Context: an optimization exercise on an open-source flow, tuned for small area, a short achievable clock period and few clock cycles per item. The choices shown serve that exercise and are no tape-out recipe.
Where RTL was checked, it was by simulation tests only, not by an equivalence proof against the original.

==> flow/design.v (excerpt) <==
module multiplier #(MANT_BITS=23, EXP_BITS=8)(
	input wire clk,
	input wire reset_n,
	input wire input_valid,
	input logic [EXP_BITS+MANT_BITS:0] in_a,
	input logic [EXP_BITS+MANT_BITS:0] in_b,
	output logic [EXP_BITS+MANT_BITS:0] data_out,
	output logic output_valid
);
Size in the first run: ~1800 cells after synthesis, about 110 flip-flops, ~100 I/O pins, roughly 19000 um^2 of cells after synthesis.
export LEC_CHECK = 0
export CAP_MARGIN = 20
export CORE_MARGIN = 2
export CORE_UTILIZATION = 55
export SETUP_SLACK_MARGIN = 2.3
export SLEW_MARGIN = 20
export SYNTH_HIERARCHICAL = 1
create_clock -name core_clock -period 8.0 [get_ports {clk}]
standard.sh (not shown) runs the stock make flow with config.mk's settings and CLKGATE_MAP_FILE= SYNTH_SCRIPT=/design/flow/synth_recipe.tcl, a recipe that flattens the netlist after the stock synthesis.
==> flow/flow/run.sh <==
#!/bin/bash
set -euo pipefail
export BUFFER_PORTS_ARGS="-buffer_cell sky130_fd_sc_hd__buf_4"
bash standard.sh > standard.log 2>&1
The baseline completed with no timing, DRC or antenna violations.
Testbench counts at the start, summed over its fixed seeds: cycles 3,200, items 3,200.
Change:
- CORE_UTILIZATION: 55 -> 65
- GPL_ROUTABILITY_DRIVEN: not set -> 0
The changed run finished with timing, DRC and antenna clean.
Wire length shrinks by 3.7%.
Utilization grows by 12 points.
Final area shrinks by 1.2%.
Change:
- CORE_UTILIZATION: 65 -> 60
- GPL_ROUTABILITY_DRIVEN: 0 -> not set
Outcome: The new run finished clean; final cell count came out higher by 0.30%; wire length goes up by 1.8%; count of clock-buffer cells in the layout went up by 1; cell area stays flat; global-route usage goes down by 2.3 points; die area came out higher by 8.1%.
Change:
- CORE_UTILIZATION: 60 -> 65
- SETUP_SLACK_MARGIN: 2.3 -> 2.4
Die area goes down by about 7.5%. Worst setup slack gains 78 ps. Fmax goes up by about 1.4%. Design area goes up by about 1%. Wire length goes up by about 0.55%. Global-route usage goes up by 2.9 points. Utilization goes up by 7.1 points. Count of clock-buffer cells in the layout goes down by 1.

---

## job 101
multiplier, a different RTL version from the one above (not shown whole).
Size: ~1900 cells after synthesis, roughly 100 flip-flops, ~0.019 mm² of cells after synthesis.
Design multiplier, start of the top module:
module multiplier #(MANT_BITS=23, EXP_BITS=8)(
	input wire clk,
	input wire reset_n,
	input wire input_valid,
	input logic [EXP_BITS+MANT_BITS:0] in_a,
	input logic [EXP_BITS+MANT_BITS:0] in_b,
	output logic [EXP_BITS+MANT_BITS:0] data_out,
	output logic output_valid
);
Settings: LEC_CHECK=0, CAP_MARGIN=20, CORE_MARGIN=2, CORE_UTILIZATION=40, SLEW_MARGIN=20, SYNTH_HIERARCHICAL=1; clock period 8.0 ns.
run.sh (not shown) runs the stock make flow with config.mk's settings and CLKGATE_MAP_FILE= SYNTH_SCRIPT=/design/flow/synth_recipe.tcl, a recipe that flattens the netlist after the stock synthesis.
Stock flow here: none of the scripts above is used.
No stage failed in job 101, and the final checks on the layout all came back clean.
Changes in job 102 relative to job 101:
--- a/flow/config.mk
+++ b/flow/config.mk
@@ -10,0 +11 @@
+export SETUP_SLACK_MARGIN = 1.5
--- outcome ---
Any difference in sequential share of layout area between job 101 and job 102 is small enough to ignore.
Of job 102 and job 101, the run reporting the lower first-iteration DRC count was job 101.
Job 101 → job 102: number of global-route vias before repair climbed about 0.6%, non-clock buffer total of the final layout climbed 6, overall global routing resource usage climbed 0.19 points, filler cell count dropped 52.
Job 101 -> job 102: deepest level of the CTS H-tree flat
No run of this note included a check of the RTL's function; only the layout flow was run.

---

before:
multiplier, a different RTL version from the one above (not shown whole).
For scale: roughly 90 flip-flops, roughly 0.021 mm2 of cells after synthesis.
// multiplier
module multiplier #(MANT_BITS=23, EXP_BITS=8)(
	input wire clk,
	input wire reset_n,
	input wire input_valid,
	input logic [EXP_BITS+MANT_BITS:0] in_a,
	input logic [EXP_BITS+MANT_BITS:0] in_b,
	output logic [EXP_BITS+MANT_BITS:0] data_out,
	output logic output_valid
);
export LEC_CHECK = 0
export CAP_MARGIN = 20
export CORE_MARGIN = 2
export CORE_UTILIZATION = 40
export SETUP_SLACK_MARGIN = 2.0
export SLEW_MARGIN = 20
create_clock -name core_clock -period 8.0 [get_ports {clk}]
before ended with every stage complete and zero timing, DRC or antenna violations.
Testbench counts of before, summed over its fixed seeds: cycles 3,200, items 3,200.
For after, these inputs were changed with respect to before:
diff --git a/flow/config.mk b/flow/config.mk
--- a/flow/config.mk
+++ b/flow/config.mk
@@ -9,4 +9,4 @@
 export CORE_MARGIN = 2
 export CORE_UTILIZATION = 40
-export SETUP_SLACK_MARGIN = 2.0
+export SETUP_SLACK_MARGIN = 1.0
 export SLEW_MARGIN = 20
Results
- Both conditions hold for after: the flow ran to the end and the final layout passed the timing, DRC and antenna checks.
- after vs. before: growth of design area from synthesis to finish went down 12 points; final design area excluding fillers went down by 0.0026 mm2; number of standard cells in the layout, taps in and fillers out down 5.3%; final core utilization went down by 5.0 points; clock insertion delay at the later pin of the skew report saw a decrease.
- A source of the critical timing path of in_a[1] is what before shows, while in_b[14] belongs to after.
- In the tables for before and after, register share of the cell area reads lower with before.

---

RTL: one of the versions met above, not the one the previous note started from.
Size in the first run: about 1,800 cells after synthesis, roughly 110 flip-flops, roughly 100 I/O pins.
Settings: LEC_CHECK=0, CAP_MARGIN=20, CORE_MARGIN=2, CORE_UTILIZATION=65, SETUP_SLACK_MARGIN=2.2, SLEW_MARGIN=20, SYNTH_HIERARCHICAL=1; clock period 8.0 ns.
standard.sh (not shown) runs the stock make flow with config.mk's settings and CLKGATE_MAP_FILE= SYNTH_SCRIPT=/design/flow/synth_recipe.tcl, a recipe that flattens the netlist after the stock synthesis.
Scripts as last shown in full above: flow/flow/run.sh
Testbench counts at the start, summed over its fixed seeds: cycles 3,200, items 3,200.
Edit:
- SETUP_SLACK_MARGIN: 2.2 -> 2.3
Hold slack improves by 0.019 ns.
Design area hardly moves.
Die area stays the same.
Routed wire length fell by a few percent.
Via count fell slightly.
Global-route usage fell by 0.56 points.
Edit:
- CORE_UTILIZATION: 65 -> 60
- SETUP_SLACK_MARGIN: 2.3 -> 2.5
Setup slack improved by 0.13 ns.
Clock-buffer cell count does not change.
Synthesized cell count stays the same.
Wire length climbs by about 3%.
Utilization drops by 4.1 points.
Final area climbs by about 3.3%.
Die area climbs by about 8%.
Via count climbs by 0.60%.
Edit:
- SETUP_SLACK_MARGIN: 2.5 -> 2.7
Outcome: The new run completed with no timing, DRC or antenna violations. Non-clock buffer count went up by 2. Sequential share of layout area went down by 0.24 points. Fmax went up by 0.92%. First-iteration DRC count went up by 16%. Clock skew went up by 0.0049 ns.

---

## exp/garnet
multiplier, a different RTL version from the one above (not shown whole).
For scale: roughly 1900 cells after synthesis, ~19000 um^2 of cells after synthesis.
==> flow/config.mk <==
export PLATFORM = sky130hd
export DESIGN_NAME = multiplier
export DESIGN_NICKNAME = multiplier
export VERILOG_FILES = /design/flow/design.v
export SDC_FILE = /design/flow/constraint.sdc
export NUM_CORES = 4
export LEC_CHECK = 0
export CAP_MARGIN = 20
export CORE_MARGIN = 2
export CORE_UTILIZATION = 45
export SETUP_SLACK_MARGIN = 3.0
export SLEW_MARGIN = 20
export SYNTH_HIERARCHICAL = 1
==> flow/constraint.sdc <==
create_clock -name core_clock -period 8.0 [get_ports {clk}]
set_input_delay 1.6000 -clock core_clock [delete_from_list [all_inputs] [get_ports {clk}]]
set_output_delay 1.6000 -clock core_clock [all_outputs]
set_load 0.01 [all_outputs]
Scripts as last shown in full above: flow/flow/run.sh
Testbench counts of exp/garnet, summed over its fixed seeds: cycles 3,200, items 3,200.
> inputs changed (exp/garnet -> exp/umber)
Settings: changing CORE_UTILIZATION from 45 to 65; changing SETUP_SLACK_MARGIN from 3.0 to 3.5.
## What came out
exp/umber is listed as incomplete: the tool reported an error in 5_1_grt and the run ended there. As of exp/umber, vertical die dimension had fallen by more than 10% compared to exp/garnet. Compound-gate portion of the synthesized area: exp/umber vs exp/garnet identical. From exp/garnet to exp/umber, simple-gate share of the synthesized area did not move at all. Comparing exp/garnet against exp/umber, there is no change at all in synthesized cell count. The placement row count of exp/umber is lower than that of exp/garnet. exp/umber vs exp/garnet: effective utilization at floorplan up. Reported for exp/garnet and exp/umber, number of buffers created by CTS turned out identical to the last digit. Taking exp/garnet as 1.0, exp/umber lands at 1.09 on final estimated routing congestion in global placement. The width of the chip number comes out lower for exp/umber vs exp/garnet. Minimum setup slack after placement: exp/umber < exp/garnet. When exp/umber is set beside exp/garnet, its count of buffers added by post-CTS timing repair for setup turns out to be 74 larger.
The inputs of exp/harbor differ from those of exp/umber as listed below.
Settings: SETUP_SLACK_MARGIN now 2.0, was 3.5.
Results
NOTE: number of buffers added for setup after CTS in exp/harbor falls short of that of exp/umber. Delta(weighted congestion at the end of routability-driven global placement, exp/harbor - exp/umber) < 0. exp/harbor -> exp/umber: synthesized-area fraction occupied by ao, oa, aoi and oai cells delta 0, exact match. exp/harbor against exp/umber: instance area after placement -about 2%, number of top-level pins ~0 delta. Across both runs, quantity of gates resized following cts was lower for exp/harbor than for exp/umber. The remaining runs in exp/umber and exp/harbor completed every stage, whereas exp/umber halted early. FAIL exp/umber @ 5_1_grt: tool exited with error. Synthesized area essentially unchanged between exp/umber and exp/harbor.

---

Another version of the RTL of multiplier (not shown whole).
Size in the first run: ~1,800 cells after synthesis, roughly 100 I/O pins.
export LEC_CHECK = 0
export CAP_MARGIN = 20
export CORE_MARGIN = 2
export CORE_UTILIZATION = 60
export SETUP_SLACK_MARGIN = 2.0
export SLEW_MARGIN = 20
export SYNTH_HIERARCHICAL = 1
create_clock -name core_clock -period 8.0 [get_ports {clk}]
Scripts as last shown in full above: flow/flow/run.sh
The baseline ran to the end with no violations.
Next try:
Settings changed: SETUP_SLACK_MARGIN 2.0 to 2.5.
- The changed run went through all stages and came out clean
- utilization goes up by 4.3 points
- final area came out higher by 6.3%
- global-route usage increases by 0.58 points
- sequential cell count does not change
- critical path depth came out higher by 2
- count of clock-buffer cells in the layout stays the same
- area after synthesis stays the same
- non-clock buffer count climbs by 43
No functional check of the RTL was part of any run of this note.

---

run 1:
multiplier with an RTL version that a note above also has.
For scale: roughly 1,900 cells after synthesis, about 100 flip-flops, roughly 100 I/O pins.
clock: 8.0 ns
lec_check: 0
cap_margin: 20
core_margin: 2
core_utilization: 65
setup_slack_margin: 3.0
slew_margin: 20
synth_hierarchical: 1
tns_end_percent: 10
Scripts as last shown in full above: flow/flow/run.sh
Testbench counts of run 1, summed over its fixed seeds: cycles 3,200, items 3,200.
Input-level comparison between run 2 and run 1:
Settings: a deleted TNS_END_PERCENT that had been 10; a change of SETUP_SLACK_MARGIN from 3.0 to 2.5.
==> flow/flow/run.sh <==
#!/bin/bash
set -euo pipefail
export BUFFER_PORTS_ARGS="-buffer_cell sky130_fd_sc_hd__buf_2"
bash standard.sh > standard.log 2>&1
Notes after the runs:
The run with more routed wire is run 1, not run 2. Of run 1 and run 2, run 1 shows the lower total half-perimeter wirelength after legalization and detailed placement, with run 2 above it. Between run 1 and run 2, the difference in relative area of clock buffers and inverters in the final design is negligible. Compared with run 1, in run 2 non-clock buffer area fraction after layout dropped 3.2 points.
diff inputs: run 2 => run 3
Settings: SETUP_SLACK_MARGIN now 3.0, was 2.5.
==> flow/flow/run.sh <==
#!/bin/bash
set -euo pipefail
export BUFFER_PORTS_ARGS="-buffer_cell sky130_fd_sc_hd__buf_4"
bash standard.sh > standard.log 2>&1
Results
- The final reports for run 3 and run 2 show post-CTS setup repair buffer count higher in the former.
- The final weighted congestion of routability-driven global placement reported for run 3 is greater than that of run 2 by 2.5%.
- As far as area after synthesis goes, run 2 and run 3 are indistinguishable; the numbers are identical.
- Run 3: aborted in 5_1_grt (tool error)
- Row worst slack after detailed placement: run 3 higher / run 2 lower
- Re number of buffers on the longest clock path: no difference whatsoever between run 2 and run 3.
- The distinct cell type count after synthesis was comparable across run 3 and run 2.
- Number of cells in the design after placement was higher in run 2 than in run 3.
- Run 3 against run 2: adder-cell share of the synthesized area saw little to no change; standard cell area after detailed placement saw an increase.

---

multiplier again, from the RTL that the note above started with.
==> flow/config.mk <==
export PLATFORM = sky130hd
export DESIGN_NAME = multiplier
export DESIGN_NICKNAME = multiplier
export VERILOG_FILES = /design/flow/design.v
export SDC_FILE = /design/flow/constraint.sdc
export NUM_CORES = 4
export LEC_CHECK = 0
export CAP_MARGIN = 20
export CORE_MARGIN = 2
export CORE_UTILIZATION = 65
export SETUP_SLACK_MARGIN = 2.2
export SLEW_MARGIN = 20
export SYNTH_HIERARCHICAL = 1
==> flow/constraint.sdc <==
create_clock -name core_clock -period 8.0 [get_ports {clk}]
set_input_delay 1.6000 -clock core_clock [delete_from_list [all_inputs] [get_ports {clk}]]
set_output_delay 1.6000 -clock core_clock [all_outputs]
set_load 0.01 [all_outputs]
==> flow/flow/run.sh <==
#!/bin/bash
set -euo pipefail
export BUFFER_PORTS_ARGS="-buffer_cell sky130_fd_sc_hd__buf_4"
bash standard.sh > standard.log 2>&1
Testbench counts at the start, summed over its fixed seeds: cycles 3,200, items 3,200.
Then changed:
Settings changed: CORE_UTILIZATION 65 to 50, SETUP_SLACK_MARGIN 2.2 to 2.5.
Effect: The changed run went through all stages and came out clean; final cell count goes up by 7.6%; critical path depth stays the same; synthesized cell count does not change; cell area climbs by 5.5%; area after synthesis does not change; via count stays flat; worst hold slack loses 0.0078 ns.

---

multiplier again, from the RTL that the note above started with.
clock: 8.0 ns
lec_check: 0
cap_margin: 20
core_margin: 2
core_utilization: 65
setup_slack_margin: 2.5
slew_margin: 20
synth_hierarchical: 1
Scripts as last shown in full above: flow/flow/run.sh
Testbench counts at the start, summed over its fixed seeds: cycles 3,200, items 3,200.
Edit:
TNS_END_PERCENT = 10   (was unset)
=>
- The changed run passed the timing, DRC and antenna checks
- routed wire length decreases by a few percent
- design area shrinks slightly
- clock-buffer cell count does not change
- area after synthesis does not change
- cell count does not change

---

Another version of the RTL of multiplier (not shown whole).
Size in the first run: roughly 1900 cells after synthesis, about 0.019 mm^2 of cells after synthesis.
==> flow/config.mk <==
export PLATFORM = sky130hd
export DESIGN_NAME = multiplier
export DESIGN_NICKNAME = multiplier
export VERILOG_FILES = /design/flow/design.v
export SDC_FILE = /design/flow/constraint.sdc
export NUM_CORES = 4
export LEC_CHECK = 0
export CAP_MARGIN = 20
export CORE_MARGIN = 2
export CORE_UTILIZATION = 40
export SETUP_SLACK_MARGIN = 1.5
export SLEW_MARGIN = 20
export SYNTH_HIERARCHICAL = 1
==> flow/constraint.sdc <==
create_clock -name core_clock -period 8.0 [get_ports {clk}]
set_input_delay 1.6000 -clock core_clock [delete_from_list [all_inputs] [get_ports {clk}]]
set_output_delay 1.6000 -clock core_clock [all_outputs]
set_load 0.01 [all_outputs]
run.sh (not shown) runs the stock make flow with config.mk's settings and CLKGATE_MAP_FILE= SYNTH_SCRIPT=/design/flow/synth_recipe.tcl, a recipe that flattens the netlist after the stock synthesis.
Stock flow here: none of the scripts above is used.
Testbench counts at the start, summed over its fixed seeds: cycles 3,200, items 3,200.
Rerun with:
==> flow/flow/run.sh (new file) <==
#!/bin/bash
set -euo pipefail
export BUFFER_PORTS_ARGS="-buffer_cell sky130_fd_sc_hd__buf_4"
bash standard.sh > standard.log 2>&1
==> flow/standard.sh (new file) <==
#!/bin/bash
# synth_recipe.tcl (not shown) runs the flow's synth.tcl, then flattens the netlist and writes it again
# the make line also repeats each setting of config.mk as NAME=value (left out here)
make -C /OpenROAD-flow-scripts/flow DESIGN_CONFIG=/design/flow/config.mk WORK_HOME=/design/flow/orfs CLKGATE_MAP_FILE= SYNTH_SCRIPT=/design/flow/synth_recipe.tcl "${@:-finish}"
- CORE_UTILIZATION: 40 -> 65
- SETUP_SLACK_MARGIN: 1.5 -> 2.0
removed: flow/run.sh
Effect: Wire length shrinks by 4.0%. Worst hold slack gains 0.0074 ns. Final area went down by 1.4%. Count of clock-buffer cells in the layout goes up by 1.
Rerun with:
==> flow/run.sh (new file) <==
#!/bin/bash
# synth_recipe.tcl (not shown) runs the flow's synth.tcl, then flattens the netlist and writes it again
# the make line also repeats each setting of config.mk as NAME=value (left out here)
make -C /OpenROAD-flow-scripts/flow DESIGN_CONFIG=/design/flow/config.mk WORK_HOME=/design/flow/orfs CLKGATE_MAP_FILE= SYNTH_SCRIPT=/design/flow/synth_recipe.tcl finish
- CORE_UTILIZATION: 65 -> 40
removed: flow/flow/run.sh
removed: flow/standard.sh
- cell area increases by a few percent
- worst setup slack got worse by 0.20 ns
- utilization decreases by 26 points
- area after synthesis does not change

afterwards: timing with drivers on the ports:
No port has a modelled driver above. Below, the same layouts with a new extraction and two added sets of constraints.
Step 1: set_driving_cell puts a clkbuf_16 on clk and a buf_2 on each other input, an assumption about the parent block.
Step 2, shift: input delay + t, output delay - t, t = (earliest + latest rising clock arrival at the registers) / 2. This alone moves slack from input paths to output paths.
Three values: ideal, step 1, step 2; two values: the first two.
run | t (ns) | setup slack, ns | hold slack, ns | clock arrival spread, ns
the first run of note 1 | 0.424 | 2.409 / 2.431 / 2.007 | 0.599 / 0.599 / 0.599 | 0.028 / 0.029
the second run of note 1 | 0.406 | 2.342 / 2.360 / 1.953 | 0.610 / 0.610 / 0.610 | 0.018 / 0.019
the third run of note 1 | 0.423 | 2.359 / 2.386 / 1.963 | 0.615 / 0.615 / 0.615 | 0.017 / 0.017
the fourth run of note 1 | 0.413 | 2.436 / 2.452 / 2.039 | 0.644 / 0.644 / 0.644 | 0.020 / 0.020
job 101 | 0.450 | 1.198 / 1.227 / 0.777 | 0.589 / 0.589 / 0.589 | 0.020 / 0.020
job 102 | 0.456 | 1.597 / 1.624 / 1.168 | 0.588 / 0.588 / 0.588 | 0.013 / 0.013
before | 0.459 | 1.933 / 1.966 / 1.507 | 0.577 / 0.577 / 0.577 | 0.022 / 0.022
after | 0.421 | 1.094 / 1.117 / 0.696 | 0.585 / 0.585 / 0.585 | 0.024 / 0.025
the first run of note 4 | 0.412 | 2.272 / 2.299 / 1.887 | 0.582 / 0.582 / 0.582 | 0.016 / 0.017
the second run of note 4 | 0.406 | 2.426 / 2.426 / 2.053 | 0.601 / 0.601 / 0.601 | 0.021 / 0.021
the third run of note 4 | 0.421 | 2.553 / 2.574 / 2.153 | 0.614 / 0.614 / 0.614 | 0.018 / 0.017
the fourth run of note 4 | 0.426 | 2.603 / 2.610 / 2.184 | 0.628 / 0.628 / 0.628 | 0.024 / 0.025
exp/garnet | 0.453 | 2.692 / 2.704 / 2.251 | 0.519 / 0.519 / 0.519 | 0.015 / 0.015
exp/harbor | 0.444 | 2.089 / 2.125 / 1.681 | 0.584 / 0.584 / 0.584 | 0.015 / 0.014
the first run of note 6 | 0.419 | 2.134 / 2.152 / 1.733 | 0.577 / 0.577 / 0.577 | 0.029 / 0.029
the second run of note 6 | 0.426 | 2.550 / 2.583 / 2.156 | 0.594 / 0.594 / 0.594 | 0.028 / 0.027
run 1 | 0.440 | 2.414 / 2.438 / 1.998 | 0.590 / 0.590 / 0.590 | 0.019 / 0.019
run 2 | 0.440 | 2.504 / 2.540 / 2.100 | 0.525 / 0.525 / 0.525 | 0.015 / 0.014
the first run of note 8 | 0.440 | 2.259 / 2.287 / 1.848 | 0.581 / 0.581 / 0.581 | 0.017 / 0.017
the second run of note 8 | 0.437 | 2.508 / 2.537 / 2.100 | 0.574 / 0.574 / 0.574 | 0.025 / 0.026
the first run of note 9 | 0.445 | 2.491 / 2.519 / 2.075 | 0.594 / 0.594 / 0.594 | 0.025 / 0.025
the second run of note 9 | 0.438 | 2.449 / 2.482 / 2.044 | 0.534 / 0.534 / 0.534 | 0.014 / 0.014
the first run of note 10 | 0.455 | 1.714 / 1.743 / 1.288 | 0.591 / 0.591 / 0.591 | 0.019 / 0.018
the second run of note 10 | 0.436 | 2.165 / 2.195 / 1.760 | 0.598 / 0.598 / 0.598 | 0.018 / 0.018
the third run of note 10 | 0.458 | 1.962 / 1.992 / 1.534 | 0.582 / 0.582 / 0.582 | 0.022 / 0.021
After both steps every run listed still meets setup and hold. The setup slack of exp/garnet, which loses most, moves by +0.012 ns with the drivers and by -0.441 ns with both steps.
